Context: an optimization exercise on an open-source flow, tuned for small area, a short achievable clock period and few clock cycles per item. The choices shown serve that exercise and are no tape-out recipe.
In this exercise RTL edits were held to simulation tests only and were not proved equivalent to the original.

==> design/flow/config.mk <==
export PLATFORM = sky130hd
export DESIGN_NAME = Polygon
export DESIGN_NICKNAME = Polygon
export VERILOG_FILES = /design/flow/design.v
export SDC_FILE = /design/flow/constraint.sdc
export NUM_CORES = 4
export LEC_CHECK = 0
export CAP_MARGIN = 20
export CORE_MARGIN = 2
export CORE_UTILIZATION = 40
export SLEW_MARGIN = 20
==> design/flow/constraint.sdc <==
create_clock -name core_clock -period 12.0 [get_ports {clk}]
set_input_delay 2.4000 -clock core_clock [delete_from_list [all_inputs] [get_ports {clk}]]
set_output_delay 2.4000 -clock core_clock [all_outputs]
set_load 0.01 [all_outputs]
==> design/flow/design.v <==
module Polygon #(
    parameter HALF_EYE_ANGLE = 520
)
(
    input clk,
    input rst_n,
    output reg oReadReq,
    input iRAMBusy,
    output [19:0] oRAMAddr,
    input  [15:0] iRAMData,
    input [19:0] iRAMPointCount,
    output [13:0] oAddr,
    input signed [15:0] iMemData,
    input [13:0] iPointCount,
    input signed [15:0] iAlpha, iBeta, iGamma,
    input iUseRAM,
    input i3D,
    input iStart,
    output oFinish,
    input iLineDrawRead,
    output signed [15:0] oU1, oU2, oV1, oV2,
    output oPointValid,
    output oIsRed
);
localparam T_A = 2'd0, T_B = 2'd1, T_G = 2'd2;
reg run, fin;
reg mRAM, m3D;
reg [15:0] pA, pB, pG;
reg [13:0] NP;               
assign oFinish = fin;
always @(posedge clk) begin
    if (!run) begin
        mRAM <= iUseRAM;
        m3D <= i3D;
        pA <= iAlpha;
        pB <= iBeta;
        pG <= iGamma;
        NP <= iUseRAM ? iRAMPointCount[13:0] : {iPointCount[12:0], 1'b0};
    end
end
function automatic [1:0] ptype(input [2:0] p);
    ptype = (p[2]) ? T_G : (p[1] ? T_B : T_A);
endfunction
function automatic pthread(input [2:0] p, input d3);
    pthread = (p[2] & d3) ? p[1] : p[0];
endfunction
reg [2:0] up;                
reg upV;                     
reg [13:0] pn4;              
wire [1:0] uT = ptype(up);
wire       ut = pthread(up, m3D);
wire       ue = m3D & up[0];             
wire       rEnd = m3D ? (up == 3'd7) : (up == 3'd5);
wire       lastRnd = (pn4 >= NP);
wire [2:0] nu = rEnd ? 3'd0 : up + 3'd1;
wire [1:0] nuT = ptype(nu);
wire       nut = pthread(nu, m3D);
wire       nuV = !(rEnd && lastRnd);
wire [2:0] needN = !nuV ? 3'd0 : (nuT == T_A) ? 3'd4 : (nuT == T_B) ? 3'd2 : 3'd0;
wire [13:0] adDelta = (nuT == T_A) ? (nut ? 14'd1 : 14'd0) :
                      (nut ? 14'd2 : 14'h3ff7);
reg [13:0] ad;
reg [2:0] need;              
reg fA;                      
assign oAddr = ad;
assign oRAMAddr = {6'd0, ad};
wire [15:0] memw = mRAM ? iRAMData : iMemData;
wire fetch = (need != 3'd0) && (!mRAM || !iRAMBusy);
wire capX0 = fetch && fA && (need == 3'd4);
wire capY0 = fetch && (fA ? (need == 3'd3) : (need == 3'd2));
wire capX1 = fetch && fA && (need == 3'd2);
wire capY1 = fetch && (need == 3'd1);
wire [13:0] adStep = (fA && need == 3'd3) ? 14'd2 : (!fA && need == 3'd2) ? 14'd3 : 14'd1;
wire [15:0] gAng = m3D ? (ue ? pG - HALF_EYE_ANGLE : pG + HALF_EYE_ANGLE) : pG;
wire [15:0] uAng = (uT == T_A) ? pA : (uT == T_B) ? pB : gAng;
reg [1:0] L0q;
always @(posedge clk) L0q <= uAng[15:14];
reg [12:1] oh;               
reg full;
reg signed [15:0] ang;
reg signed [15:0] A1r;       
always @(posedge clk) A1r <= {{3{~uAng[13]}}, uAng[12:0]};
reg [1:0] curT; reg curt;    
reg curL;                    
reg r1, r2, r3;              
reg signed [15:0] atan;
always @(*) begin
    atan = ({16{oh[1]}} & 16'sd4836) | ({16{oh[2]}} & 16'sd2555) |
           ({16{oh[3]}} & 16'sd1297) | ({16{oh[4]}} & 16'sd651) |
           ({16{oh[5]}} & 16'sd325) | ({16{oh[6]}} & 16'sd162) |
           ({16{oh[7]}} & 16'sd81) | ({16{oh[8]}} & 16'sd40) |
           ({16{oh[9]}} & 16'sd20) | ({16{oh[10]}} & 16'sd10) |
           ({16{oh[11]}} & 16'sd5) | ({16{oh[12]}} & 16'sd2);
end
wire busyIter = |oh;
wire dpos = ~ang[15];
wire signed [15:0] angA = busyIter ? ang : A1r;
wire signed [15:0] nang = dpos ? angA - atan : angA + atan;
wire d13 = ~ang[15];
wire signed [15:0] a14 = d13 ? ang - 16'sd1 : ang + 16'sd1;
reg qv;
reg qd13, qd14;
reg [1:0] qT; reg qt, qL;
wire gfree;                  
wire gacc = qv && gfree;
wire qfree = !qv || gacc;
wire hand = full && qfree;                       
wire canStart = upV && r3;
wire startFire = canStart && !busyIter && (!full || hand);
wire inFinal;
always @(posedge clk or negedge rst_n) begin
    if (!rst_n) begin
        oh <= 12'd0;
        full <= 1'b0;
        up <= 3'd0;
        upV <= 1'b0;
        pn4 <= 14'd4;
        need <= 3'd0;
        fA <= 1'b1;
        ad <= 14'd0;
        oReadReq <= 1'b0;
        r1 <= 1'b0;
        r2 <= 1'b0;
        r3 <= 1'b0;
    end else if (!run) begin
        oh <= 12'd0;
        full <= 1'b0;
        up <= 3'd0;
        upV <= 1'b1;
        pn4 <= 14'd4;
        need <= 3'd4;
        fA <= 1'b1;
        ad <= 14'd0;
        oReadReq <= iUseRAM;
        r1 <= 1'b0;
        r2 <= 1'b0;
        r3 <= 1'b0;
    end else begin
        r1 <= inFinal;
        r2 <= r1;
        r3 <= r2;
        if (fetch) begin
            need <= need - 3'd1;
            ad <= ad + adStep;
            if (need == 3'd1) oReadReq <= 1'b0;
        end
        if (oh[12]) full <= 1'b1;
        else if (hand) full <= 1'b0;
        if (startFire) oh <= 12'd1;
        else oh <= {oh[11:1], 1'b0};
        if (startFire) begin
            up <= nu;
            upV <= nuV;
            if (rEnd) pn4 <= pn4 + 14'd4;
            need <= needN;
            fA <= (nuT == T_A);
            if (needN != 3'd0) ad <= ad + adDelta;
            oReadReq <= mRAM && (needN != 3'd0);
            r1 <= 1'b0;
            r2 <= 1'b0;
            r3 <= 1'b0;
        end
    end
end
always @(posedge clk) begin
    if (startFire || busyIter) ang <= nang;
    if (startFire) begin
        curT <= uT;
        curt <= ut;
        curL <= lastRnd;
    end
end
always @(posedge clk or negedge rst_n) begin
    if (!rst_n) qv <= 1'b0;
    else if (!run) qv <= 1'b0;
    else if (hand) qv <= 1'b1;
    else if (gacc) qv <= 1'b0;
end
always @(posedge clk) begin
    if (hand) begin
        qd13 <= d13;
        qd14 <= ~a14[15];
        qT <= curT;
        qt <= curt;
        qL <= curL;
    end
end
reg gbusy;
reg [10:0] gh;               
reg gord;                    
reg [1:0] gT; reg gt, gL;
wire gw1 = gh[5];
wire gw2 = gh[10];
assign gfree = !gbusy || gw2;
wire dfree0, dfree1;
wire dfree = dfree0 && dfree1;
wire gHold = gw1 && (gT == T_G) && !dfree;
wire dStart = gw1 && (gT == T_G) && dfree;
reg [1:0] pw;
assign inFinal = (need == 3'd0) && !((uT != T_A) && pw[ut]);
always @(posedge clk or negedge rst_n) begin
    if (!rst_n) pw <= 2'b00;
    else if (!run) pw <= 2'b00;
    else begin
        if (gw1 && !gHold && gT != T_G) pw[gt] <= 1'b0;
        if (hand && curT != T_G) pw[curt] <= 1'b1;
    end
end
wire [10:0] ghN = gacc ? 11'd1 : gw2 ? 11'd0 : gHold ? gh : {gh[9:0], 1'b0};
wire gordN = gacc ? (qT == T_G) : gord;
reg cInit, cSh2, cSub, cUseX;
always @(posedge clk) begin
    cInit <= ghN[0] | ghN[5];
    cSh2 <= ghN[0] | ghN[4] | ghN[5] | ghN[9];
    cSub <= ghN[0] | ghN[1] | ghN[2] | ghN[5] | ghN[6] | ghN[7];
    cUseX <= gordN ^ (|ghN[10:5]);
end
always @(posedge clk or negedge rst_n) begin
    if (!rst_n) begin
        gbusy <= 1'b0;
        gh <= 11'd0;
    end else if (!run) begin
        gbusy <= 1'b0;
        gh <= 11'd0;
    end else begin
        if (gacc) begin
            gbusy <= 1'b1;
            gh <= 11'd1;
        end else if (gw2) begin
            gbusy <= 1'b0;
            gh <= 11'd0;
        end else if (!gHold) begin
            gh <= {gh[9:0], 1'b0};
        end
    end
end
always @(posedge clk) begin
    if (gacc) begin
        gord <= gordN;
        gT <= qT;
        gt <= qt;
        gL <= qL;
    end
end
wire accEn = gbusy && !gw2 && !gHold;
wire w1s2 = gw1 && !gHold && (gT != T_G);       
wire w2s1 = gw2 && (gT == T_A);                  
wire w2s3 = gw2 && (gT == T_B);                  
wire w2g = gw2 && (gT == T_G);                   
wire mDone0, mDone1, mt0, mt1, mL0, mL1;
wire [25:0] res0, res1;
wire aTake0, aTake1;
PolyLane lane0 (
    .clk(clk), .rst_n(rst_n), .run(run),
    .memw(memw), .capX(capX0), .capY(capY0),
    .uT(uT), .ut(ut), .L0q(L0q),
    .startFire(startFire), .busyIter(busyIter), .oh(oh), .dpos(dpos), .hand(hand),
    .qd13(qd13), .qd14(qd14),
    .gacc(gacc), .cInit(cInit), .cSh2(cSh2), .cSub(cSub), .cUseX(cUseX), .accEn(accEn),
    .gt(gt), .gL(gL), .w1s2(w1s2), .w2s1(w2s1), .w2s3(w2s3), .w2g(w2g),
    .dStart(dStart), .aTake(aTake0),
    .dfree(dfree0), .mDone(mDone0), .res(res0), .mt(mt0), .mL(mL0)
);
PolyLane lane1 (
    .clk(clk), .rst_n(rst_n), .run(run),
    .memw(memw), .capX(capX1), .capY(capY1),
    .uT(uT), .ut(ut), .L0q(L0q),
    .startFire(startFire), .busyIter(busyIter), .oh(oh), .dpos(dpos), .hand(hand),
    .qd13(qd13), .qd14(qd14),
    .gacc(gacc), .cInit(cInit), .cSh2(cSh2), .cSub(cSub), .cUseX(cUseX), .accEn(accEn),
    .gt(gt), .gL(gL), .w1s2(w1s2), .w2s1(w2s1), .w2s3(w2s3), .w2g(w2g),
    .dStart(dStart), .aTake(aTake1),
    .dfree(dfree1), .mDone(mDone1), .res(res1), .mt(mt1), .mL(mL1)
);
reg sel;                     
reg rEye;                    
reg gotFirst;                
reg ended;                   
reg oValid, oRed, oLast;
reg [25:0] O1, O2, Xs;       
wire [25:0] res = sel ? res1 : res0;
wire rDone = sel ? mDone1 : mDone0;
wire rt = sel ? mt1 : mt0;
wire rL = sel ? mL1 : mL0;
wire aEmit = (mRAM ? gotFirst : 1'b1) && !ended;
wire romTake = !mRAM && mDone0 && mDone1 && !oValid && !ended;
wire ramTake = mRAM && rDone && !oValid && !ended;
wire take = romTake || ramTake;
assign aTake0 = mDone0 && (ended || romTake || (ramTake && !sel));
assign aTake1 = mDone1 && (ended || romTake || (ramTake && sel));
wire [1:0] lastIdx = NP[1:0] - 2'd1;
wire isLast = (mRAM ? (rL && ({rt, sel} == lastIdx)) : (mL1 && (mt1 == lastIdx[1]))) &&
              (rEye || !m3D);
wire lineRead = oValid && iLineDrawRead;
wire aUpd = run && take;
assign oPointValid = oValid;
assign oIsRed = oRed;
assign oU1 = {{3{O1[25]}}, O1[25:13]};
assign oV1 = {{3{O1[12]}}, O1[12:0]};
assign oU2 = {{3{O2[25]}}, O2[25:13]};
assign oV2 = {{3{O2[12]}}, O2[12:0]};
always @(posedge clk or negedge rst_n) begin
    if (!rst_n) begin
        run <= 1'b0;
        fin <= 1'b1;
        oValid <= 1'b0;
        oLast <= 1'b0;
        ended <= 1'b0;
        gotFirst <= 1'b0;
        rEye <= 1'b0;
        sel <= 1'b0;
    end else if (!run) begin
        oValid <= 1'b0;
        oLast <= 1'b0;
        ended <= 1'b0;
        gotFirst <= 1'b0;
        rEye <= 1'b0;
        sel <= 1'b0;
        if (iStart) begin
            run <= 1'b1;
            fin <= 1'b0;
        end
    end else begin
        if (lineRead) begin
            oValid <= 1'b0;
            if (oLast) begin
                run <= 1'b0;
                fin <= 1'b1;
            end
        end
        if (take) begin
            if (aEmit) begin
                oValid <= 1'b1;
                oLast <= isLast;
                if (isLast) ended <= 1'b1;
            end
            if (m3D) rEye <= !rEye;
            if (!m3D || rEye) begin
                gotFirst <= 1'b1;
                if (mRAM) sel <= !sel;
            end
        end
    end
end
always @(posedge clk) begin
    if (aUpd) begin
        oRed <= rEye;
        if (mRAM) begin
            if (gotFirst) O1 <= m3D ? Xs : O2;
            if (gotFirst || !m3D || rEye) O2 <= res;
            if (m3D) begin
                if (gotFirst) Xs <= O2;
                else if (!rEye) Xs <= res;
            end
        end else begin
            O1 <= res0;
            O2 <= res1;
        end
    end
end
endmodule
module PolyLane (
    input clk,
    input rst_n,
    input run,
    input [15:0] memw,
    input capX,
    input capY,
    input [1:0] uT,
    input ut,
    input [1:0] L0q,
    input startFire,
    input busyIter,
    input [12:1] oh,
    input dpos,
    input hand,
    input qd13,
    input qd14,
    input gacc,
    input cInit,
    input cSh2,
    input cSub,
    input cUseX,
    input accEn,
    input gt,
    input gL,
    input w1s2,
    input w2s1,
    input w2s3,
    input w2g,
    input dStart,
    input aTake,
    output dfree,
    output mDone,
    output [25:0] res,
    output reg mt,
    output reg mL
);
localparam T_A = 2'd0, T_B = 2'd1, T_G = 2'd2;
reg [15:0] SX, SY;
always @(posedge clk) begin
    if (capX) SX <= memw;
    if (capY) SY <= memw;
end
reg [15:0] s1 [0:1];         
reg [15:0] s2 [0:1];         
reg [15:0] s3 [0:1];         
wire [15:0] la = (uT == T_A) ? {SX[12:0], 3'b0} : s2[ut];
wire [15:0] lb = (uT == T_G) ? s1[ut] : {SY[12:0], 3'b0};
reg [15:0] L0a, L0b;
always @(posedge clk) begin
    L0a <= la;
    L0b <= lb;
end
wire [15:0] nla = -L0a;
wire [15:0] nlb = -L0b;
reg  [15:0] lx, ly;
always @(*) begin
    case (L0q)
        2'b00: begin lx = L0a; ly = L0b; end
        2'b01: begin lx = nlb; ly = L0a; end
        2'b10: begin lx = nla; ly = nlb; end
        default: begin lx = L0b; ly = nla; end
    endcase
end
reg signed [15:0] L1x, L1y;
reg signed [16:0] P2x, P2y;
always @(posedge clk) begin
    L1x <= lx;
    L1y <= ly;
    P2x <= {L1x[15], L1x} - {L1y[15], L1y};
    P2y <= {L1y[15], L1y} + {L1x[15], L1x};
end
reg signed [16:0] x, y;
reg signed [16:0] shx, shy;
integer k;
always @(*) begin
    shx = 17'sd0;
    shy = 17'sd0;
    for (k = 1; k < 13; k = k + 1) begin
        if (oh[k]) begin
            shx = shx | (x >>> k);
            shy = shy | (y >>> k);
        end
    end
end
wire signed [16:0] ax = busyIter ? x : P2x;
wire signed [16:0] ay = busyIter ? y : P2y;
wire signed [16:0] nx = dpos ? ax - shy : ax + shy;
wire signed [16:0] ny = dpos ? ay + shx : ay - shx;
always @(posedge clk) begin
    if (startFire || busyIter) begin
        x <= nx;
        y <= ny;
    end
end
reg signed [16:0] qx, qy;
always @(posedge clk) begin
    if (hand) begin
        qx <= x;
        qy <= y;
    end
end
wire signed [16:0] ex = qd13 ? qx - (qy >>> 13) : qx + (qy >>> 13);
wire signed [16:0] ey = qd13 ? qy + (qx >>> 13) : qy - (qx >>> 13);
wire signed [16:0] fx = qd14 ? ex - (ey >>> 14) : ex + (ey >>> 14);
wire signed [16:0] fy = qd14 ? ey + (ex >>> 14) : ey - (ex >>> 14);
reg signed [17:0] acc;
reg signed [16:0] gx, gy;
wire [15:0] gres = acc[16:1];
wire signed [16:0] gV = cUseX ? gx : gy;
wire signed [17:0] gVin = {gV[16], gV};
wire signed [17:0] gAin = cInit ? gVin : acc;
wire signed [17:0] gsh = cSh2 ? (gAin >>> 2) : (gAin >>> 3);
wire signed [17:0] gnext = cSub ? gsh - gVin : gsh + gVin;
always @(posedge clk) begin
    if (gacc) begin
        gx <= fx;
        gy <= fy;
    end
    if (accEn) acc <= gnext;
    if (w1s2) s2[gt] <= gres;
    if (w2s1) s1[gt] <= gres;
    if (w2s3) s3[gt] <= gres;
end
reg dbusy;
reg [3:0] dc;
reg dxok;
reg [15:0] dR, dd;
reg [14:0] dq;               
reg [15:0] dX, dY;
reg dt, dL;
wire [15:0] dRs = {dR[14:0], 1'b0};
wire dge = (dRs >= dd);
wire dDone = dbusy && (dc == 4'd14) && dxok;
wire dq15 = (gres <= 16'd11360) || (gres >= 16'd58976);
wire mfree;
wire dHand = dDone && mfree;
assign dfree = !dbusy || dHand;
always @(posedge clk or negedge rst_n) begin
    if (!rst_n) begin
        dbusy <= 1'b0;
        dc <= 4'd0;
        dxok <= 1'b0;
    end else if (!run) begin
        dbusy <= 1'b0;
        dc <= 4'd0;
        dxok <= 1'b0;
    end else begin
        if (dStart) begin
            dbusy <= 1'b1;
            dc <= 4'd0;
            dxok <= 1'b0;
        end else begin
            if (dbusy && dc != 4'd14) dc <= dc + 4'd1;
            if (w2g) dxok <= 1'b1;
            if (dHand) dbusy <= 1'b0;
        end
    end
end
always @(posedge clk) begin
    if (dStart) begin
        dR <= dq15 ? gres + 16'd6560 : 16'd17920;
        dq <= {14'd0, dq15};
        dd <= 16'd11360 - gres;
    end else if (dbusy && dc != 4'd14) begin
        dR <= dge ? dRs - dd : dRs;
        dq <= {dq[13:0], dge};
    end
    if (w2g) begin
        dX <= gres;
        dY <= s3[gt];
        dt <= gt;
        dL <= gL;
    end
end
reg mbusy;
reg [3:0] mc;
reg [13:0] ms;
reg signed [15:0] mX, mY, aU, aV;
assign mDone = mbusy && (mc == 4'd14);
assign mfree = !mbusy || aTake;
wire signed [16:0] sU = {aU[15], aU} + (ms[0] ? {mX[15], mX} : 17'sd0);
wire signed [16:0] sV = {aV[15], aV} + (ms[0] ? {mY[15], mY} : 17'sd0);
assign res = {aU[15:3], aV[15:3]};
always @(posedge clk or negedge rst_n) begin
    if (!rst_n) begin
        mbusy <= 1'b0;
        mc <= 4'd0;
    end else if (!run) begin
        mbusy <= 1'b0;
        mc <= 4'd0;
    end else begin
        if (dHand) begin
            mbusy <= 1'b1;
            mc <= 4'd0;
        end else begin
            if (mbusy && !mDone) mc <= mc + 4'd1;
            if (aTake) mbusy <= 1'b0;
        end
    end
end
always @(posedge clk) begin
    if (dHand) begin
        ms <= dq[14:1];
        mX <= dX;
        mY <= dY;
        mt <= dt;
        mL <= dL;
        aU <= dq[0] ? {dX[15], dX[15:1]} : 16'sd0;
        aV <= dq[0] ? {dY[15], dY[15:1]} : 16'sd0;
    end else if (mbusy && !mDone) begin
        aU <= sU[16:1];
        aV <= sV[16:1];
        ms <= ms >> 1;
    end
end
endmodule
==> design/flow/flow/run.sh <==
#!/bin/bash
set -euo pipefail
bash standard.sh SETUP_SLACK_MARGIN=8 finish > standard_flow.log 2>&1
==> design/flow/standard.sh <==
#!/bin/bash
# synth_recipe.tcl (not shown) runs the flow's synth.tcl, then flattens the netlist and writes it again
# the make line also repeats each setting of config.mk as NAME=value (left out here)
make -C /OpenROAD-flow-scripts/flow DESIGN_CONFIG=/design/flow/config.mk WORK_HOME=/design/flow/orfs CLKGATE_MAP_FILE= SYNTH_SCRIPT=/design/flow/synth_recipe.tcl "${@:-finish}"
==> flow_metrics.py, run 1 <==
metrics = {
    "cts": {
        "clk_pin_slew_worst_paths_ns": 0.06,
        "htreeDepth": 4,
        "tritoncts": "done",
        "cts_hold_buf": 0,
        "cts_root_buffer": "clkbuf_16",
        "clock_latency_ns": 0.80,
        "clockBufferDepth": 3,
        "cts.sinks": 1283,
        "cts_inserted_buffers": 146,
    },
    "job": {
        "maxCapViolCount": 0,
    },
    "worst_setup_path": {
        "r2r_setup_slack_ns": 6.20,
        "crit_arrival_ns": 6.38,
        "critPathLaunchType": "flop",
        "critPathKind": "flop to flop",
        "critPathCaptureType": "flop",
        "crit_required_ns": 12.59,
        "worstPathMaxFanout": 5,
    },
    "placement": {
        "gp_congestion": 0.857,
        "dp_cells": 9838,
        "dpl.hpwl_um": 143000,
        "port-buffer-count": 203,
    },
    "sta": {
        "whs_ns": 0.421,
        "final_max_slew_viol_count": 0,
        "min_period_over_period": 0.483,
        "rsz0062_at_grt": "yes",
        "clock.fmax_ghz": 0.172,
        "slew_headroom": 0.209,
        "setup-tns-final_ns": 0,
        "fin_crit_ns": 5.80,
        "hold_viol_final": 0,
        "setup_viol": 0,
        "skew_ns": 0.0491,
        "tightest_slew_ns": 1.19,
    },
    "die": {
        "ioPinCount": 223,
        "die_w_um": 440,
        "die_area_sq_um": 194000,
        "coreArea_sq_um": 190000,
        "die_height_um": 440,
        "start_util": 0.401,
        "placementRows": 160,
    },
    "drt": {
        "vias": 59424,
        "drt_first_pass_iters": 9,
        "routedWlPerCell_um": 20.8,
        "drc": 0,
        "vias_per_cell": 5.65,
        "routed_wl_um": 219000,
        "drt_iter0_markers": 5272,
        "drtAntennaViolNets": 0,
    },
    "synth": {
        "synthCells": 7440,
        "netlist_area_sq_um": 76100,
        "synth-seq-cells": 1283,
        "yosys_warnings": 2,
        "seq_area_frac_synth": 0.469,
        "synth_edf_count": 946,
        "synth_flop_cell": "edfxtp_1",
        "synth_area_per_cell_sq_um": 10.2,
        "synthArstFlopShare": 0.0740,
        "synth.distinct_cells": 92,
    },
    "min_path": {
        "hold_class": "flop to flop",
    },
    "finish": {
        "layout_common_cells": "edfxtp_1 (946), nand2_1 (801), nor2_1 (517)",
        "finalNonFillerCells": 10526,
        "layout_commonest_cell": "edfxtp_1",
        "drive_gt1_frac": 0.196,
        "layout.nets": 8548,
        "areaGrowthSynthToFinish_pct": 22.5,
    },
    "grt": {
        "grt_pass1_vias": 57874,
        "antenna_found_initial": 21,
        "grt_max_degree": 88,
        "grt_pass1_wl_um": 332000,
        "overflow": 0,
        "grtUsageTotal": 0.218,
    },
    "outcome": {
        "status": "complete, no violations",
    },
}
final timing paths:
| kind | start | to | depth (start not counted) |
|---|---|---|---|
| worst max-delay path | lane0.qy[14] | lane0.gy[15] | 25 |
| worst min-delay path | qt | gt | 0 |
| worst max register to register | lane0.qy[14] | lane0.gy[15] | 25 |
| worst min register to register | qt | gt | 0 |
| max in group asynchronous | rst_n | oh[2] | 2 |
| min in group asynchronous | rst_n | pn4[13] | 1 |
flip-flops by register name, summed over array words and instances (netlist names), 26 cells and up:
name      count
lane1.s2     32
lane0.s1     32
lane1.s3     32
lane1.s1     32
lane0.s3     32
O2           26
Xs           26
lane0.s2     32
O1           26
stage by stage:
stage	setup WS [ns]	area, sq um	util
finish	6.20	93200	0.491
global route	6.03	93200	0.491
CTS	6.21	90900	0.479
detailed placement	5.46	81100	0.428
global placement	5.54	81100	0.428
floorplan	6.33	77000	-
cell usage after synthesis, drive strengths merged, types with 26 or more instances:
library cell / instances / share of area
a31oi: 115 / 0.0095
nor3: 147 / 0.0097
a21o: 81 / 0.0080
or3: 81 / 0.0069
a221oi: 77 / 0.0089
xnor2: 346 / 0.040
nor4: 38 / 0.0034
a22oi: 80 / 0.0079
mux2i: 135 / 0.018
o31ai: 49 / 0.0048
edfxtp: 946 / 0.37
clkbuf: 305 / 0.015
a21boi: 55 / 0.0054
fa: 28 / 0.0074
inv: 361 / 0.018
o211ai: 29 / 0.0029
ha: 508 / 0.084
and2: 91 / 0.0075
nand2b: 59 / 0.0049
and3: 80 / 0.0066
o21ai: 308 / 0.020
nand4: 26 / 0.0021
o21a: 64 / 0.0063
mux4: 58 / 0.017
a22o: 66 / 0.0076
xor2: 160 / 0.018
mux2: 134 / 0.020
nor2b: 87 / 0.0072
dfxtp: 242 / 0.064
buf: 98 / 0.0066
dfrtp: 92 / 0.030
o21bai: 37 / 0.0037
a211oi: 81 / 0.0080
nor2: 553 / 0.027
nand2: 848 / 0.042
nand3: 198 / 0.013
a21oi: 480 / 0.032
what timing repair did:
item,CTS,global route
setup buffers,294,107
hold endpoints to repair,0,0
pin swaps,245,216
setup endpoints to repair,445,141
resized for setup,611,307
gates cloned,13,2
kinds of logic after synthesis:
kind of cell,share of synthesized area
simple gates,0.139
flops,0.469
xor+xnor,0.0583
fa+ha+maj,0.0909
mux,0.0548
buf+inv,0.0397
compound gates,0.149
other cells,0.0000493
cell type report:
class / instances / area, sq um
clock buffers: 204 / 4130
inverters: 365 / 1400
clock inverters: 67 / 912
well taps: 2511 / 3140
diodes: 1 / 2.50
multi-input cells: 5395 / 41200
flip-flops and latches: 1283 / 35700
repair buffers: 699 / 6740
fillers: 16870 / 96400
repair inverters: 1 / 7.51
critical path, stage by stage (launching register included):
cell and delay (ns):
edfxtp_1 0.47, or3_4 0.43, nand2b_4 0.16, ha_4 0.24
inv_2 0.06, o21ai_4 0.07, ha_4 0.30, and3_4 0.18
and3_4 0.17, inv_2 0.04, a211o_4 0.34, a2111oi_4 0.33
a211o_1 0.23, inv_2 0.07, ha_4 0.22, mux2_4 0.28
ha_4 0.21, a21o_1 0.17, a21oi_2 0.15, nor2b_1 0.07
o21ai_2 0.14, a2111o_1 0.22, a21oi_2 0.08, or4_4 0.44
a2111o_1 0.39, o311ai_1 0.11
metal layers:
metal  up-vias  part of all wire  global-route usage
li1      28053                 -                   -
met1     28913              0.42               0.276
met2      1933              0.49               0.374
met3       523             0.056              0.0311
met4         2             0.043              0.0856
met5         -          0.000082                   0
Testbench counts, summed over its fixed seeds: cycles 100,942, lines 3,390.
==> run 2: changes to the inputs <==
--- a/design/flow/design.v
+++ b/design/flow/design.v
@@ -76,13 +76,14 @@
 reg [1:0] L0q;
 always @(posedge clk) L0q <= uAng[15:14];
 reg [12:1] oh;               
+reg itr;                     
 reg full;
 reg signed [15:0] ang;
 reg signed [15:0] A1r;       
 always @(posedge clk) A1r <= {{3{~uAng[13]}}, uAng[12:0]};
 reg [1:0] curT; reg curt;    
 reg curL;                    
-reg r1, r2, r3;              
+reg r1, r2;                  
 reg signed [15:0] atan;
 always @(*) begin
     atan = ({16{oh[1]}} & 16'sd4836) | ({16{oh[2]}} & 16'sd2555) |
@@ -92,8 +93,8 @@
            ({16{oh[9]}} & 16'sd20) | ({16{oh[10]}} & 16'sd10) |
            ({16{oh[11]}} & 16'sd5) | ({16{oh[12]}} & 16'sd2);
 end
-wire busyIter = |oh;
-wire dpos = ~ang[15];
+wire busyIter = itr;
+wire dpos = ~ang[15] | ~busyIter;       
 wire signed [15:0] angA = busyIter ? ang : A1r;
 wire signed [15:0] nang = dpos ? angA - atan : angA + atan;
 wire d13 = ~ang[15];
@@ -105,12 +106,13 @@
 wire gacc = qv && gfree;
 wire qfree = !qv || gacc;
 wire hand = full && qfree;                       
-wire canStart = upV && r3;
+wire canStart = upV && r2;
 wire startFire = canStart && !busyIter && (!full || hand);
 wire inFinal;
 always @(posedge clk or negedge rst_n) begin
     if (!rst_n) begin
         oh <= 12'd0;
+        itr <= 1'b0;
         full <= 1'b0;
         up <= 3'd0;
         upV <= 1'b0;
@@ -121,9 +123,9 @@
         oReadReq <= 1'b0;
         r1 <= 1'b0;
         r2 <= 1'b0;
-        r3 <= 1'b0;
     end else if (!run) begin
         oh <= 12'd0;
+        itr <= 1'b0;
         full <= 1'b0;
         up <= 3'd0;
         upV <= 1'b1;
@@ -134,11 +136,9 @@
         oReadReq <= iUseRAM;
         r1 <= 1'b0;
         r2 <= 1'b0;
-        r3 <= 1'b0;
     end else begin
         r1 <= inFinal;
         r2 <= r1;
-        r3 <= r2;
         if (fetch) begin
             need <= need - 3'd1;
             ad <= ad + adStep;
@@ -148,6 +148,7 @@
         else if (hand) full <= 1'b0;
         if (startFire) oh <= 12'd1;
         else oh <= {oh[11:1], 1'b0};
+        itr <= startFire || (|oh[11:1]);
         if (startFire) begin
             up <= nu;
             upV <= nuV;
@@ -158,8 +159,7 @@
             oReadReq <= mRAM && (needN != 3'd0);
             r1 <= 1'b0;
             r2 <= 1'b0;
-            r3 <= 1'b0;
-        end
+            end
     end
 end
 always @(posedge clk) begin
@@ -424,19 +424,16 @@
     endcase
 end
 reg signed [15:0] L1x, L1y;
-reg signed [16:0] P2x, P2y;
 always @(posedge clk) begin
     L1x <= lx;
     L1y <= ly;
-    P2x <= {L1x[15], L1x} - {L1y[15], L1y};
-    P2y <= {L1y[15], L1y} + {L1x[15], L1x};
 end
 reg signed [16:0] x, y;
 reg signed [16:0] shx, shy;
 integer k;
 always @(*) begin
-    shx = 17'sd0;
-    shy = 17'sd0;
+    shx = busyIter ? 17'sd0 : {L1x[15], L1x};
+    shy = busyIter ? 17'sd0 : {L1y[15], L1y};
     for (k = 1; k < 13; k = k + 1) begin
         if (oh[k]) begin
             shx = shx | (x >>> k);
@@ -444,8 +441,8 @@
         end
     end
 end
-wire signed [16:0] ax = busyIter ? x : P2x;
-wire signed [16:0] ay = busyIter ? y : P2y;
+wire signed [16:0] ax = busyIter ? x : {L1x[15], L1x};
+wire signed [16:0] ay = busyIter ? y : {L1y[15], L1y};
 wire signed [16:0] nx = dpos ? ax - shy : ax + shy;
 wire signed [16:0] ny = dpos ? ay + shx : ay - shx;
 always @(posedge clk) begin
==> run 2 against run 1 <==
Sequential cell count is 66 lower. Non-clock buffer count is 4 higher. Fmax hardly changed.
==> flow_metrics.py, run 2 <==
metrics = {
    "synth": {
        "synth_flop_cell": "edfxtp_1",
        "synth-seq-cells": 1217,
        "seq_area_frac_synth": 0.477,
        "netlist_area_sq_um": 71900,
        "synthArstFlopShare": 0.0781,
        "synthTopCellsByArea": "edfxtp_1 (40%), ha_1 (7.7%), dfxtp_1 (4.9%)",
        "synth.distinct_cells": 91,
        "synthCells": 6944,
        "synth.most_common_cell": "edfxtp_1",
        "yosys_warnings": 2,
        "synth_edf_count": 946,
        "synth_area_per_cell_sq_um": 10.4,
        "yosysTopAreaCellShare": 0.395,
        "synth_common_cells": "edfxtp_1 (946), nand2_1 (736), nor2_1 (536)",
        "yosysTopAreaCell": "edfxtp_1",
    },
    "die": {
        "placementRows": 155,
        "die_height_um": 428,
        "coreArea_sq_um": 178000,
        "die_area_sq_um": 183000,
        "ioPinCount": 223,
        "die_w_um": 428,
        "start_util": 0.403,
    },
    "drt": {
        "routedWlPerCell_um": 21.0,
        "drc": 0,
        "vias": 56002,
        "routed_wl_um": 207000,
        "drt_first_pass_iters": 8,
        "vias_per_cell": 5.68,
        "drt_iter0_markers": 5735,
        "drtAntennaViolNets": 0,
    },
    "worst_setup_path": {
        "path_buf_inv": 1,
        "crit_arrival_ns": 6.31,
        "critPathKind": "flop to flop",
        "critPathCaptureType": "flop",
        "slowest_delay_ns": 0.45,
        "crit_path_top_delay_cell": "edfxtp_1",
        "critPathLaunchType": "flop",
        "worstPathMaxFanout": 3,
        "cp_top_family": "compound AO/OA/AOI/OAI gates",
        "crit_required_ns": 12.51,
    },
    "placement": {
        "dp_slack_ns": 5.59,
        "port-buffer-count": 203,
        "dpl.hpwl_um": 134000,
        "place_area_sq_um": 76800,
        "gp_congestion": 0.876,
    },
    "cts": {
        "htreeDepth": 4,
        "cts.sinks": 1217,
        "clockBufferDepth": 3,
        "cts_root_buffer": "clkbuf_16",
        "clk_pin_slew_worst_paths_ns": 0.06,
        "cts_hold_buf": 0,
        "cts_inserted_buffers": 132,
        "tritoncts": "done",
        "clock_latency_ns": 0.78,
    },
    "grt": {
        "grt_pass1_wl_um": 313000,
        "antenna_found_initial": 19,
        "overflow": 0,
        "grtUsageTotal": 0.216,
        "grt_pass1_vias": 54223,
        "grt_max_degree": 101,
    },
    "min_path": {
        "hold_class": "flop to flop",
    },
    "finish": {
        "drive_gt1_frac": 0.205,
        "fin_area_sq_um": 88000,
        "fill_cells": 15860,
        "areaGrowthSynthToFinish_pct": 22.4,
        "layout_commonest_cell": "edfxtp_1",
        "layout.nets": 7991,
        "layout_common_cells": "edfxtp_1 (946), nand2_1 (719), nor2_1 (480)",
    },
    "sta": {
        "tightest_slew_ns": 1.08,
        "min_period_over_period": 0.484,
        "setup_viol": 0,
        "fin_crit_ns": 5.80,
        "final_max_slew_viol_count": 0,
        "setup-tns-final_ns": 0,
        "fin_ws_ns": 6.20,
        "rsz0062_at_grt": "yes",
        "skew_ns": 0.0292,
        "clock.fmax_ghz": 0.172,
        "hold_viol_final": 0,
        "slew_headroom": 0.280,
    },
    "job": {
        "maxCapViolCount": 0,
    },
    "outcome": {
        "status": "complete, no violations",
    },
}
[run 2: cell count changes after synthesis, moves of 33 or more]
cell and delta:
a22oi_1 +64, dfxtp_1 -66, xnor2_1 -34, a21oi_1 -33, nand2_1 -112, a22o_1 -62
a221oi_1 -61, inv_1 -79, nand4_1 +37, ha_1 -65
[run 2: through the flow]
step                utilization  hold WS (ns)  cells
floorplan                     -         0.400   6949
global placement          0.430         0.402   9215
detailed placement        0.430         0.405   9215
CTS                       0.478         0.418   9727
global route              0.493         0.428   9866
finish                    0.493         0.418   9867
[run 2: final timing paths]
check                           slack (ns)  cells past startpoint         start      endpoint
worst max-delay path                  6.20                     25  lane1.qx[14]  lane1.gx[16]
worst min-delay path                  0.42                      0            qt            gt
worst max register to register        6.20                     25  lane1.qx[14]  lane1.gx[16]
worst min register to register        0.42                      0            qt            gt
max in group asynchronous             9.10                      2         rst_n           sel
min in group asynchronous             1.59                      1         rst_n        ad[12]
[run 2: layout make-up]
cell class              instances  area, sq um  area share
multi-input cells            5064        38500       0.438
flip-flops and latches       1217        34400       0.391
repair buffers                703         6750      0.0767
clock buffers                 181         3770      0.0429
well taps                    2355         2950      0.0335
inverters                     285         1100      0.0125
clock inverters                60          498     0.00566
diodes                          2         5.00   0.0000569
[run 2: logic make-up after synthesis]
logic type	Yosys count	synth area share
other	1	0.0000522
AND/OR/NAND/NOR	2193	0.142
XOR/XNOR	470	0.0575
multiplexers	353	0.0615
adder cells (fa/ha/maj)	467	0.0838
flip-flops	1217	0.477
AO/OA/AOI/OAI	1575	0.141
buffers and inverters	668	0.0367
[run 2: what timing repair did]
action	4_1_cts	5_1_grt
setup endpoints to repair	335	146
gates resized for setup	538	312
pin swaps	239	245
buffers inserted	260	124
cloned	11	10
[run 2: worst reg2reg max path: cells and delay by family (launching register included)]
kind | cells | cell delay [ns]
AO/OA/AOI/OAI | 16 | 2.84
adder cells (fa/ha/maj) | 4 | 1.12
AND/OR/NAND/NOR | 2 | 0.72
buffers and inverters | 1 | 0.15
XOR/XNOR | 2 | 0.27
flip-flops | 1 | 0.45
[run 2: per-layer routing]
metal  global-route usage  routed length [um]  vias to the layer above
li1                     -                   -                    26408
met1                0.284               86500                    26993
met2                0.349               95600                     2079
met3               0.0352               14400                      522
met4               0.0976               10300                        0
met5                    0                   0                        -
Testbench counts of run 2, summed over its fixed seeds: cycles 100,489, lines 3,390.
==> run 3: changes to the inputs <==
--- a/design/flow/design.v
+++ b/design/flow/design.v
@@ -186,15 +186,20 @@
     end
 end
 reg gbusy;
-reg [10:0] gh;               
+reg [11:0] gh;               
+reg gd14;                    
 reg gord;                    
 reg [1:0] gT; reg gt, gL;
-wire gw1 = gh[5];
-wire gw2 = gh[10];
-assign gfree = !gbusy || gw2;
+wire gw1 = gh[6];
+wire gw2 = gh[11];
+wire git = gh[0];
+wire gHold;
+assign gfree = !gbusy || (gw2 && !gHold);
 wire dfree0, dfree1;
 wire dfree = dfree0 && dfree1;
-wire gHold = gw1 && (gT == T_G) && !dfree;
+wire dbz0, dbz1, dbt0, dbt1;
+wire dBlk = (dbz0 && (dbt0 == gt)) || (dbz1 && (dbt1 == gt));
+assign gHold = (gw1 && (gT == T_G) && !dfree) || (gw2 && (gT == T_B) && dBlk);
 wire dStart = gw1 && (gT == T_G) && dfree;
 reg [1:0] pw;
 assign inFinal = (need == 3'd0) && !((uT != T_A) && pw[ut]);
@@ -206,36 +211,38 @@
         if (hand && curT != T_G) pw[curt] <= 1'b1;
     end
 end
-wire [10:0] ghN = gacc ? 11'd1 : gw2 ? 11'd0 : gHold ? gh : {gh[9:0], 1'b0};
+wire [11:0] ghN = gacc ? 12'd1 : gHold ? gh : gw2 ? 12'd0 : {gh[10:0], 1'b0};
 wire gordN = gacc ? (qT == T_G) : gord;
 reg cInit, cSh2, cSub, cUseX;
 always @(posedge clk) begin
-    cInit <= ghN[0] | ghN[5];
-    cSh2 <= ghN[0] | ghN[4] | ghN[5] | ghN[9];
-    cSub <= ghN[0] | ghN[1] | ghN[2] | ghN[5] | ghN[6] | ghN[7];
-    cUseX <= gordN ^ (|ghN[10:5]);
+    cInit <= ghN[1] | ghN[6];
+    cSh2 <= ghN[1] | ghN[5] | ghN[6] | ghN[10];
+    cSub <= ghN[1] | ghN[2] | ghN[3] | ghN[6] | ghN[7] | ghN[8];
+    cUseX <= gordN ^ (|ghN[11:6]);
 end
 always @(posedge clk or negedge rst_n) begin
     if (!rst_n) begin
         gbusy <= 1'b0;
-        gh <= 11'd0;
+        gh <= 12'd0;
     end else if (!run) begin
         gbusy <= 1'b0;
-        gh <= 11'd0;
+        gh <= 12'd0;
     end else begin
         if (gacc) begin
             gbusy <= 1'b1;
-            gh <= 11'd1;
+            gh <= 12'd1;
+        end else if (gHold) begin
         end else if (gw2) begin
             gbusy <= 1'b0;
-            gh <= 11'd0;
-        end else if (!gHold) begin
-            gh <= {gh[9:0], 1'b0};
+            gh <= 12'd0;
+        end else begin
+            gh <= {gh[10:0], 1'b0};
         end
     end
 end
 always @(posedge clk) begin
     if (gacc) begin
+        gd14 <= qd14;
         gord <= gordN;
         gT <= qT;
         gt <= qt;
@@ -245,7 +252,7 @@
 wire accEn = gbusy && !gw2 && !gHold;
 wire w1s2 = gw1 && !gHold && (gT != T_G);       
 wire w2s1 = gw2 && (gT == T_A);                  
-wire w2s3 = gw2 && (gT == T_B);                  
+wire w2s3 = gw2 && (gT == T_B) && !gHold;        
 wire w2g = gw2 && (gT == T_G);                   
 wire mDone0, mDone1, mt0, mt1, mL0, mL1;
 wire [25:0] res0, res1;
@@ -255,22 +262,22 @@
     .memw(memw), .capX(capX0), .capY(capY0),
     .uT(uT), .ut(ut), .L0q(L0q),
     .startFire(startFire), .busyIter(busyIter), .oh(oh), .dpos(dpos), .hand(hand),
-    .qd13(qd13), .qd14(qd14),
+    .qd13(qd13), .gd14(gd14), .git(git),
     .gacc(gacc), .cInit(cInit), .cSh2(cSh2), .cSub(cSub), .cUseX(cUseX), .accEn(accEn),
     .gt(gt), .gL(gL), .w1s2(w1s2), .w2s1(w2s1), .w2s3(w2s3), .w2g(w2g),
     .dStart(dStart), .aTake(aTake0),
-    .dfree(dfree0), .mDone(mDone0), .res(res0), .mt(mt0), .mL(mL0)
+    .dfree(dfree0), .dbz(dbz0), .dbt(dbt0), .mDone(mDone0), .res(res0), .mt(mt0), .mL(mL0)
 );
 PolyLane lane1 (
     .clk(clk), .rst_n(rst_n), .run(run),
     .memw(memw), .capX(capX1), .capY(capY1),
     .uT(uT), .ut(ut), .L0q(L0q),
     .startFire(startFire), .busyIter(busyIter), .oh(oh), .dpos(dpos), .hand(hand),
-    .qd13(qd13), .qd14(qd14),
+    .qd13(qd13), .gd14(gd14), .git(git),
     .gacc(gacc), .cInit(cInit), .cSh2(cSh2), .cSub(cSub), .cUseX(cUseX), .accEn(accEn),
     .gt(gt), .gL(gL), .w1s2(w1s2), .w2s1(w2s1), .w2s3(w2s3), .w2g(w2g),
     .dStart(dStart), .aTake(aTake1),
-    .dfree(dfree1), .mDone(mDone1), .res(res1), .mt(mt1), .mL(mL1)
+    .dfree(dfree1), .dbz(dbz1), .dbt(dbt1), .mDone(mDone1), .res(res1), .mt(mt1), .mL(mL1)
 );
 reg sel;                     
 reg rEye;                    
@@ -375,7 +382,8 @@
     input dpos,
     input hand,
     input qd13,
-    input qd14,
+    input gd14,
+    input git,
     input gacc,
     input cInit,
     input cSh2,
@@ -391,26 +399,24 @@
     input dStart,
     input aTake,
     output dfree,
+    output dbz,
+    output dbt,
     output mDone,
     output [25:0] res,
     output reg mt,
     output reg mL
 );
 localparam T_A = 2'd0, T_B = 2'd1, T_G = 2'd2;
-reg [15:0] SX, SY;
-always @(posedge clk) begin
-    if (capX) SX <= memw;
-    if (capY) SY <= memw;
-end
 reg [15:0] s1 [0:1];         
 reg [15:0] s2 [0:1];         
 reg [15:0] s3 [0:1];         
-wire [15:0] la = (uT == T_A) ? {SX[12:0], 3'b0} : s2[ut];
-wire [15:0] lb = (uT == T_G) ? s1[ut] : {SY[12:0], 3'b0};
+wire [15:0] mw8 = {memw[12:0], 3'b0};
 reg [15:0] L0a, L0b;
 always @(posedge clk) begin
-    L0a <= la;
-    L0b <= lb;
+    if (uT != T_A) L0a <= s2[ut];
+    else if (capX) L0a <= mw8;
+    if (uT == T_G) L0b <= s1[ut];
+    else if (capY) L0b <= mw8;
 end
 wire [15:0] nla = -L0a;
 wire [15:0] nlb = -L0b;
@@ -460,8 +466,8 @@
 end
 wire signed [16:0] ex = qd13 ? qx - (qy >>> 13) : qx + (qy >>> 13);
 wire signed [16:0] ey = qd13 ? qy + (qx >>> 13) : qy - (qx >>> 13);
-wire signed [16:0] fx = qd14 ? ex - (ey >>> 14) : ex + (ey >>> 14);
-wire signed [16:0] fy = qd14 ? ey + (ex >>> 14) : ey - (ex >>> 14);
+wire signed [16:0] fx = gd14 ? gx - (gy >>> 14) : gx + (gy >>> 14);
+wire signed [16:0] fy = gd14 ? gy + (gx >>> 14) : gy - (gx >>> 14);
 reg signed [17:0] acc;
 reg signed [16:0] gx, gy;
 wire [15:0] gres = acc[16:1];
@@ -472,6 +478,9 @@
 wire signed [17:0] gnext = cSub ? gsh - gVin : gsh + gVin;
 always @(posedge clk) begin
     if (gacc) begin
+        gx <= ex;
+        gy <= ey;
+    end else if (git) begin
         gx <= fx;
         gy <= fy;
     end
@@ -485,8 +494,10 @@
 reg dxok;
 reg [15:0] dR, dd;
 reg [14:0] dq;               
-reg [15:0] dX, dY;
+reg [15:0] dX;
 reg dt, dL;
+assign dbz = dbusy;
+assign dbt = dt;
 wire [15:0] dRs = {dR[14:0], 1'b0};
 wire dge = (dRs >= dd);
 wire dDone = dbusy && (dc == 4'd14) && dxok;
@@ -526,7 +537,6 @@
     end
     if (w2g) begin
         dX <= gres;
-        dY <= s3[gt];
         dt <= gt;
         dL <= gL;
     end
@@ -561,11 +571,11 @@
     if (dHand) begin
         ms <= dq[14:1];
         mX <= dX;
-        mY <= dY;
+        mY <= s3[dt];
         mt <= dt;
         mL <= dL;
         aU <= dq[0] ? {dX[15], dX[15:1]} : 16'sd0;
-        aV <= dq[0] ? {dY[15], dY[15:1]} : 16'sd0;
+        aV <= dq[0] ? {s3[dt][15], s3[dt][15:1]} : 16'sd0;
     end else if (mbusy && !mDone) begin
         aU <= sU[16:1];
         aV <= sV[16:1];
==> run 3 against run 2 <==
Still clean. Die area decreased by 2.6%. Area after synthesis decreased by 2.6%. Setup slack gained 1.4 ns. Utilization down 1.7 points. Final cell count decreased by 4.0%. Largest cell class unchanged. Synthesized cell count decreased by 2.8%. Global-route usage up 0.25 points. Clock-buffer cell count down 15.
==> flow_metrics.py, run 3 <==
metrics = {
    "outcome": {
        "status": "complete, no violations",
    },
    "drt": {
        "drc": 0,
        "routedWlPerCell_um": 21.5,
        "drt_iter0_markers": 5230,
        "vias_per_cell": 5.71,
        "drtAntennaViolNets": 0,
        "drt_first_pass_iters": 9,
        "vias": 54072,
        "routed_wl_um": 204000,
    },
    "sta": {
        "final_max_slew_viol_count": 0,
        "skew_ns": 0.0506,
        "setup_viol": 0,
        "fin_crit_ns": 4.36,
        "rsz0062_at_grt": "yes",
        "setup-tns-final_ns": 0,
        "min_period_over_period": 0.363,
        "clock.fmax_ghz": 0.229,
        "slew_headroom": 0.199,
        "tightest_slew_ns": 1.20,
        "hold_viol_final": 0,
    },
    "worst_setup_path": {
        "crit_required_ns": 12.54,
        "worstPathMaxFanout": 3,
        "crit_arrival_ns": 4.90,
        "critPathLaunchType": "flop",
        "critPathKind": "flop to flop",
        "critPathCaptureType": "flop",
    },
    "die": {
        "coreArea_sq_um": 174000,
        "die_area_sq_um": 178000,
        "die_w_um": 422,
        "start_util": 0.403,
        "ioPinCount": 223,
        "placementRows": 153,
        "die_height_um": 422,
    },
    "placement": {
        "gp_congestion": 0.882,
        "port-buffer-count": 203,
        "dpl.hpwl_um": 132000,
        "dp_cells": 8993,
        "place_area_sq_um": 74300,
    },
    "grt": {
        "grt_pass1_vias": 51748,
        "grt_max_degree": 86,
        "overflow": 0,
        "grt_pass1_wl_um": 307000,
        "grtUsageTotal": 0.218,
        "antenna_found_initial": 9,
    },
    "synth": {
        "synth_edf_count": 927,
        "netlist_area_sq_um": 70000,
        "yosysTopAreaCellShare": 0.398,
        "synth_common_cells": "edfxtp_1 (927), nand2_1 (748), a21oi_1 (461)",
        "yosysTopAreaCell": "edfxtp_1",
        "synth.distinct_cells": 89,
        "synthCells": 6752,
        "synth-seq-cells": 1136,
        "seq_area_frac_synth": 0.464,
        "yosys_warnings": 2,
        "synthTopCellsByArea": "edfxtp_1 (40%), ha_1 (7.9%), nand2_1 (4.0%)",
        "synthArstFlopShare": 0.0845,
        "synth.most_common_cell": "edfxtp_1",
        "synth_flop_cell": "edfxtp_1",
        "synth_area_per_cell_sq_um": 10.4,
    },
    "cts": {
        "clock_latency_ns": 0.79,
        "cts.sinks": 1136,
        "cts_hold_buf": 0,
        "htreeDepth": 3,
        "tritoncts": "done",
        "clockBufferDepth": 3,
        "cts_inserted_buffers": 121,
        "cts_root_buffer": "clkbuf_16",
        "clk_pin_slew_worst_paths_ns": 0.07,
    },
    "finish": {
        "drive_gt1_frac": 0.161,
        "layout_common_cells": "edfxtp_1 (927), nand2_1 (735), ha_1 (426)",
        "finalNonFillerCells": 9474,
        "fin_area_sq_um": 82800,
        "layout.nets": 7628,
        "areaGrowthSynthToFinish_pct": 18.3,
        "fill_cells": 15969,
        "layout_commonest_cell": "edfxtp_1",
        "post-route-util": 0.476,
    },
    "min_path": {
        "hold_class": "flop to flop",
    },
    "job": {
        "maxCapViolCount": 0,
    },
}
## run 3: what timing repair did
| action | CTS | global route |
|---|---|---|
| endpoints found under the setup margin | 824 | 300 |
| cloned | 13 | 3 |
| pin swaps | 115 | 147 |
| buffers inserted | 133 | 101 |
| hold endpoints to repair | 0 | 0 |
| resized for setup | 351 | 262 |
## run 3: area by class of cell
| type | count | area, sq um | area share |
|---|---|---|---|
| Inverter | 282 | 1110 | 0.0134 |
| Tap cell | 2325 | 2910 | 0.0351 |
| Clock buffer | 166 | 3480 | 0.0420 |
| Sequential cell | 1136 | 32600 | 0.393 |
| Antenna cell | 3 | 7.51 | 0.0000907 |
| Multi-Input combinational cell | 4961 | 36700 | 0.444 |
| Clock inverter | 62 | 727 | 0.00878 |
| Timing Repair Buffer | 539 | 5250 | 0.0634 |
## run 3: cells by family (layout without fill, tap and decap cells)
logic type,count (synthesis),count (layout),share of synthesized area
other,1,9,0.0000536
flip-flops,1136,1136,0.464
XOR/XNOR,491,491,0.0618
adder cells (fa/ha/maj),466,466,0.0859
multiplexers,427,427,0.0755
AND/OR/NAND/NOR,2047,2047,0.136
AO/OA/AOI/OAI,1524,1524,0.139
buffers and inverters,660,1049,0.0374
## run 3: worst max-delay path, cell delays in order, from the launching register on
cell and delay, ns:
dfrtp_4 0.53, buf_6 0.15, buf_6 0.11, buf_6 0.11, or3_4 0.33, or3_4 0.37, inv_4 0.07, ha_4 0.13
nor2_2 0.03, xor2_1 0.20, ha_1 0.31, a21o_1 0.19, a21oi_2 0.18, o21ai_2 0.07, a21oi_2 0.16, o21bai_1 0.09
a21oi_2 0.17, o21ai_2 0.10, o41a_1 0.39, a21o_1 0.21, a21oi_2 0.15, xnor2_1 0.07
## run 3: final timing paths
kind                        from  depth (start not counted)      end  slack [ns]
max in group asynchronous  rst_n                          2    oh[2]        9.13
hold reg to reg             curL                          0       qL        0.42
min in group asynchronous  rst_n                          1   ad[10]        1.61
setup reg to reg           oh[2]                         21  ang[14]        7.64
setup / recovery           oh[2]                         21  ang[14]        7.64
hold / removal              curL                          0       qL        0.42
## run 3: per-layer routing
layer / vias to the layer above / track usage / part of all wire
met5: - / 0 / 0
met4: 0 / 0.0704 / 0.037
met3: 442 / 0.0356 / 0.070
met2: 1950 / 0.353 / 0.46
met1: 26288 / 0.298 / 0.43
li1: 25392 / - / -
## run 3: metrics by stage
| step | hold WS, ns | setup WS [ns] |
|---|---|---|
| detailed placement | 0.405 | 6.22 |
| floorplan | 0.400 | 7.93 |
| global route | 0.431 | 7.51 |
| CTS | 0.417 | 7.61 |
| finish | 0.422 | 7.64 |
| global placement | 0.402 | 6.29 |
Testbench counts of run 3, summed over its fixed seeds: cycles 101,203, lines 3,390.
==> run 4: changes to the inputs <==
--- a/design/flow/design.v
+++ b/design/flow/design.v
@@ -96,9 +96,10 @@
 wire busyIter = itr;
 wire dpos = ~ang[15] | ~busyIter;       
 wire signed [15:0] angA = busyIter ? ang : A1r;
-wire signed [15:0] nang = dpos ? angA - atan : angA + atan;
+wire dposA = ~ang[15];       
+wire signed [15:0] nang = angA + (atan ^ {16{dposA}}) + {15'd0, dposA};
 wire d13 = ~ang[15];
-wire signed [15:0] a14 = d13 ? ang - 16'sd1 : ang + 16'sd1;
+wire signed [15:0] a14 = ang + (d13 ? 16'hffff : 16'h0001);
 reg qv;
 reg qd13, qd14;
 reg [1:0] qT; reg qt, qL;
@@ -449,8 +450,8 @@
 end
 wire signed [16:0] ax = busyIter ? x : {L1x[15], L1x};
 wire signed [16:0] ay = busyIter ? y : {L1y[15], L1y};
-wire signed [16:0] nx = dpos ? ax - shy : ax + shy;
-wire signed [16:0] ny = dpos ? ay + shx : ay - shx;
+wire signed [16:0] nx = ax + (shy ^ {17{dpos}}) + {16'd0, dpos};
+wire signed [16:0] ny = ay + (shx ^ {17{~dpos}}) + {16'd0, ~dpos};
 always @(posedge clk) begin
     if (startFire || busyIter) begin
         x <= nx;
@@ -464,18 +465,22 @@
         qy <= y;
     end
 end
-wire signed [16:0] ex = qd13 ? qx - (qy >>> 13) : qx + (qy >>> 13);
-wire signed [16:0] ey = qd13 ? qy + (qx >>> 13) : qy - (qx >>> 13);
-wire signed [16:0] fx = gd14 ? gx - (gy >>> 14) : gx + (gy >>> 14);
-wire signed [16:0] fy = gd14 ? gy + (gx >>> 14) : gy - (gx >>> 14);
-reg signed [17:0] acc;
+wire signed [16:0] qsy = qy >>> 13;
+wire signed [16:0] qsx = qx >>> 13;
+wire signed [16:0] ex = qx + (qsy ^ {17{qd13}}) + {16'd0, qd13};
+wire signed [16:0] ey = qy + (qsx ^ {17{~qd13}}) + {16'd0, ~qd13};
 reg signed [16:0] gx, gy;
+wire signed [16:0] gsy = gy >>> 14;
+wire signed [16:0] gsx = gx >>> 14;
+wire signed [16:0] fx = gx + (gsy ^ {17{gd14}}) + {16'd0, gd14};
+wire signed [16:0] fy = gy + (gsx ^ {17{~gd14}}) + {16'd0, ~gd14};
+reg signed [17:0] acc;
 wire [15:0] gres = acc[16:1];
 wire signed [16:0] gV = cUseX ? gx : gy;
 wire signed [17:0] gVin = {gV[16], gV};
 wire signed [17:0] gAin = cInit ? gVin : acc;
 wire signed [17:0] gsh = cSh2 ? (gAin >>> 2) : (gAin >>> 3);
-wire signed [17:0] gnext = cSub ? gsh - gVin : gsh + gVin;
+wire signed [17:0] gnext = gsh + (gVin ^ {18{cSub}}) + {17'd0, cSub};
 always @(posedge clk) begin
     if (gacc) begin
         gx <= ex;
==> design/flow/flow/run.sh (replaced) <==
#!/bin/bash
set -euo pipefail
bash standard.sh SETUP_SLACK_MARGIN=7.7 finish > standard_flow.log 2>&1
==> run 4 against run 3 <==
Critical path depth shrank 8. Sequential share of layout area grew 2.6 points. Hold slack lost 0.017 ns. Via count shrank 6.2%. Still clean. Final cell count shrank 5.5%. Global-route usage shrank 0.95 points.
==> flow_metrics.py, run 4 <==
metrics = {
    "cts": {
        "cts_root_buffer": "clkbuf_16",
        "cts.sinks": 1136,
        "tritoncts": "done",
        "htreeDepth": 3,
        "clk_pin_slew_worst_paths_ns": 0.06,
        "clockBufferDepth": 3,
        "clock_latency_ns": 0.79,
        "cts_inserted_buffers": 121,
    },
    "worst_setup_path": {
        "worstPathMaxFanout": 28,
        "crit_arrival_ns": 4.78,
        "slowest_delay_ns": 0.52,
        "crit_required_ns": 12.49,
        "critPathLaunchType": "flop",
        "crit_chain": "buf_12, or3_4, or2_4, or3_4, or4_4, or3_4, a222oi_1, xnor2_1, ha_1, nand4_1, nand4b_1, a21oi_1, xnor2_1",
        "r2r_setup_slack_ns": 7.71,
        "crit_top_cell": "or3_4",
        "critPathKind": "flop to flop",
        "critPathCaptureType": "flop",
        "crit_path_top_delay_cell": "or4_4",
    },
    "die": {
        "ioPinCount": 223,
        "start_util": 0.402,
        "die_w_um": 416,
        "placementRows": 151,
        "die_area_sq_um": 173000,
        "coreArea_sq_um": 169000,
        "die_height_um": 416,
    },
    "synth": {
        "synth.area.mux_share": 0.0691,
        "yosys.area_share.xor_xnor": 0.0634,
        "yosys_warnings": 2,
        "synth_top_family_by_area": "simple AND/OR/NAND/NOR gates",
        "netlist_area_sq_um": 68000,
        "synth_edf_count": 927,
        "synthCells": 6488,
        "yosys.area_share.simple": 0.141,
        "synth_common_cells": "edfxtp_1 (927), nand2_1 (711), nor2_1 (438)",
        "yosysTopAreaCellShare": 0.410,
        "synth.distinct_cells": 83,
        "seq_area_frac_synth": 0.478,
        "synth_compound_area_frac": 0.135,
        "yosysTopAreaCell": "edfxtp_1",
        "synth-seq-cells": 1136,
        "synth_flop_cell": "edfxtp_1",
        "synth.most_common_cell": "edfxtp_1",
        "synthTopCellsByArea": "edfxtp_1 (41%), ha_1 (7.3%), xnor2_1 (4.3%)",
        "synth_area_per_cell_sq_um": 10.5,
        "synthArstFlopShare": 0.0845,
        "synth_adder_area_share": 0.0796,
    },
    "sta": {
        "slew_headroom": 0.221,
        "setup_viol": 0,
        "rsz0062_at_grt": "yes",
        "hold_viol_final": 0,
        "final_max_slew_viol_count": 0,
        "clock.fmax_ghz": 0.233,
        "skew_ns": 0.0586,
        "setup-tns-final_ns": 0,
        "fin_crit_ns": 4.29,
        "tightest_slew_ns": 1.17,
        "min_period_over_period": 0.357,
        "whs_ns": 0.405,
    },
    "drt": {
        "routedWlPerCell_um": 20.8,
        "drtAntennaViolNets": 0,
        "drt_iter0_markers": 4860,
        "vias": 50722,
        "routed_wl_um": 186000,
        "drt_first_pass_iters": 7,
        "drc": 0,
        "vias_per_cell": 5.67,
    },
    "grt": {
        "grt_max_degree": 84,
        "grtUsageTotal": 0.209,
        "grt_pass1_wl_um": 285000,
        "antenna_found_initial": 8,
        "grt_pass1_vias": 49046,
        "overflow": 0,
    },
    "placement": {
        "gp_congestion": 0.869,
        "dp_cells": 8643,
        "place_area_sq_um": 72100,
        "dpl.hpwl_um": 127000,
        "port-buffer-count": 203,
    },
    "finish": {
        "areaGrowthSynthToFinish_pct": 14.2,
        "drive_gt1_frac": 0.106,
        "fin_area_sq_um": 77600,
        "layout_commonest_cell": "edfxtp_1",
        "layout.nets": 7163,
        "finalNonFillerCells": 8951,
        "layout_common_cells": "edfxtp_1 (927), nand2_1 (705), nor2_1 (433)",
    },
    "job": {
        "maxCapViolCount": 0,
    },
    "min_path": {
        "hold_class": "flop to flop",
    },
    "outcome": {
        "status": "complete, no violations",
    },
}
-- run 4: changes by cell type in the layout (fill, tap and decap cells not counted), sizes merged, moves of 31 or more --
| cell | before | now |
|---|---|---|
| a22oi | 151 | 105 |
| buf | 323 | 175 |
| clkdlybuf4s50 | 106 | 198 |
| dlygate4sd2 | 87 | 3 |
| ha | 442 | 394 |
| inv | 280 | 196 |
| mux2 | 167 | 129 |
| mux2i | 196 | 235 |
| nand2 | 748 | 711 |
| xnor2 | 297 | 331 |
| xor2 | 192 | 161 |
-- run 4: per-layer routing --
metal | global-route usage | up-vias | wire (um)
met2 | 0.343 | 1567 | 87400
met5 | 0 | - | 0
li1 | - | 24195 | -
met4 | 0.0871 | 0 | 8050
met3 | 0.0270 | 342 | 9580
met1 | 0.278 | 24618 | 81200
-- run 4: worst max-delay path, delay by kind of cell (launching register included) --
kind	cells	cell delay [ns]
AO/OA/AOI/OAI	2	0.59
adder cells (fa/ha/maj)	1	0.37
AND/OR/NAND/NOR	7	2.28
buffers and inverters	1	0.17
flip-flops	1	0.40
XOR/XNOR	2	0.20
-- run 4: cell type report --
type	instances	area (sq um)
diodes	1	2.50
clock buffers	151	3160
clock inverters	80	947
fillers	15646	91500
inverters	195	747
multi-input cells	4789	33700
flip-flops and latches	1136	32600
well taps	2218	2780
repair buffers	381	3710
-- run 4: kinds of logic (layout without fill, tap and decap cells) --
logic type,Yosys count,count (layout)
and+or+nand+nor,2025,2025
AOI/OAI and AO/OA,1445,1445
DFF,1136,1136
buffers and inverters,568,807
xor gates and xnor gates,492,492
adders and majority gates,418,418
muxes,403,403
other,1,7
-- run 4: final timing paths --
| check | startpoint | to | cells after the start |
|---|---|---|---|
| setup / recovery | oh[11] | lane0.y[16] | 13 |
| hold reg to reg | curL | qL | 0 |
| hold / removal | curL | qL | 0 |
| max in group asynchronous | rst_n | oValid | 2 |
| min in group asynchronous | rst_n | ad[2] | 1 |
| setup reg to reg | oh[11] | lane0.y[16] | 13 |
-- run 4: repair_timing --
item	CTS	global route
setup buffers	19	52
hold buffers	0	0
cloned	3	1
pin swaps	9	35
resized for setup	87	108
endpoints found under the setup margin	174	221
-- run 4: metrics by stage --
stage,worst slack [ns],utilization
after floorplan,7.74,-
after global placement,6.58,0.427
after detailed placement,6.58,0.427
after CTS,7.62,0.454
after global routing,7.58,0.459
final,7.71,0.459
Testbench counts of run 4, summed over its fixed seeds: cycles 101,203, lines 3,390.

-- what the ideal ports hide --
No port has a modelled driver above. Below, the same layouts with a new extraction and two added sets of constraints.
Step 1: set_driving_cell puts a clkbuf_16 on clk and a buf_2 on each other input, an assumption about the parent block.
Step 2 also shifts input and output timing later by t, the mid clock arrival at the registers, as if the neighbouring blocks saw the same clock.
Three values: ideal ports, drivers, drivers and shift; two values: the first two.
| run | t, ns | slack for setup (ns) | pins driven straight from the clock port |
|---|---|---|---|
| run 1 | 0.864 | 6.200 / 6.200 / 6.200 | 1 |
| run 2 | 0.855 | 6.195 / 6.195 / 6.195 | 1 |
| run 3 | 0.847 | 7.642 / 7.642 / 7.347 | 1 |
| run 4 | 0.846 | 7.712 / 7.688 / 7.043 | 1 |
After both steps every run listed still meets setup and hold. For run 4, which loses most, drivers alone change the setup slack by -0.024 ns; drivers and shift together by -0.669 ns.
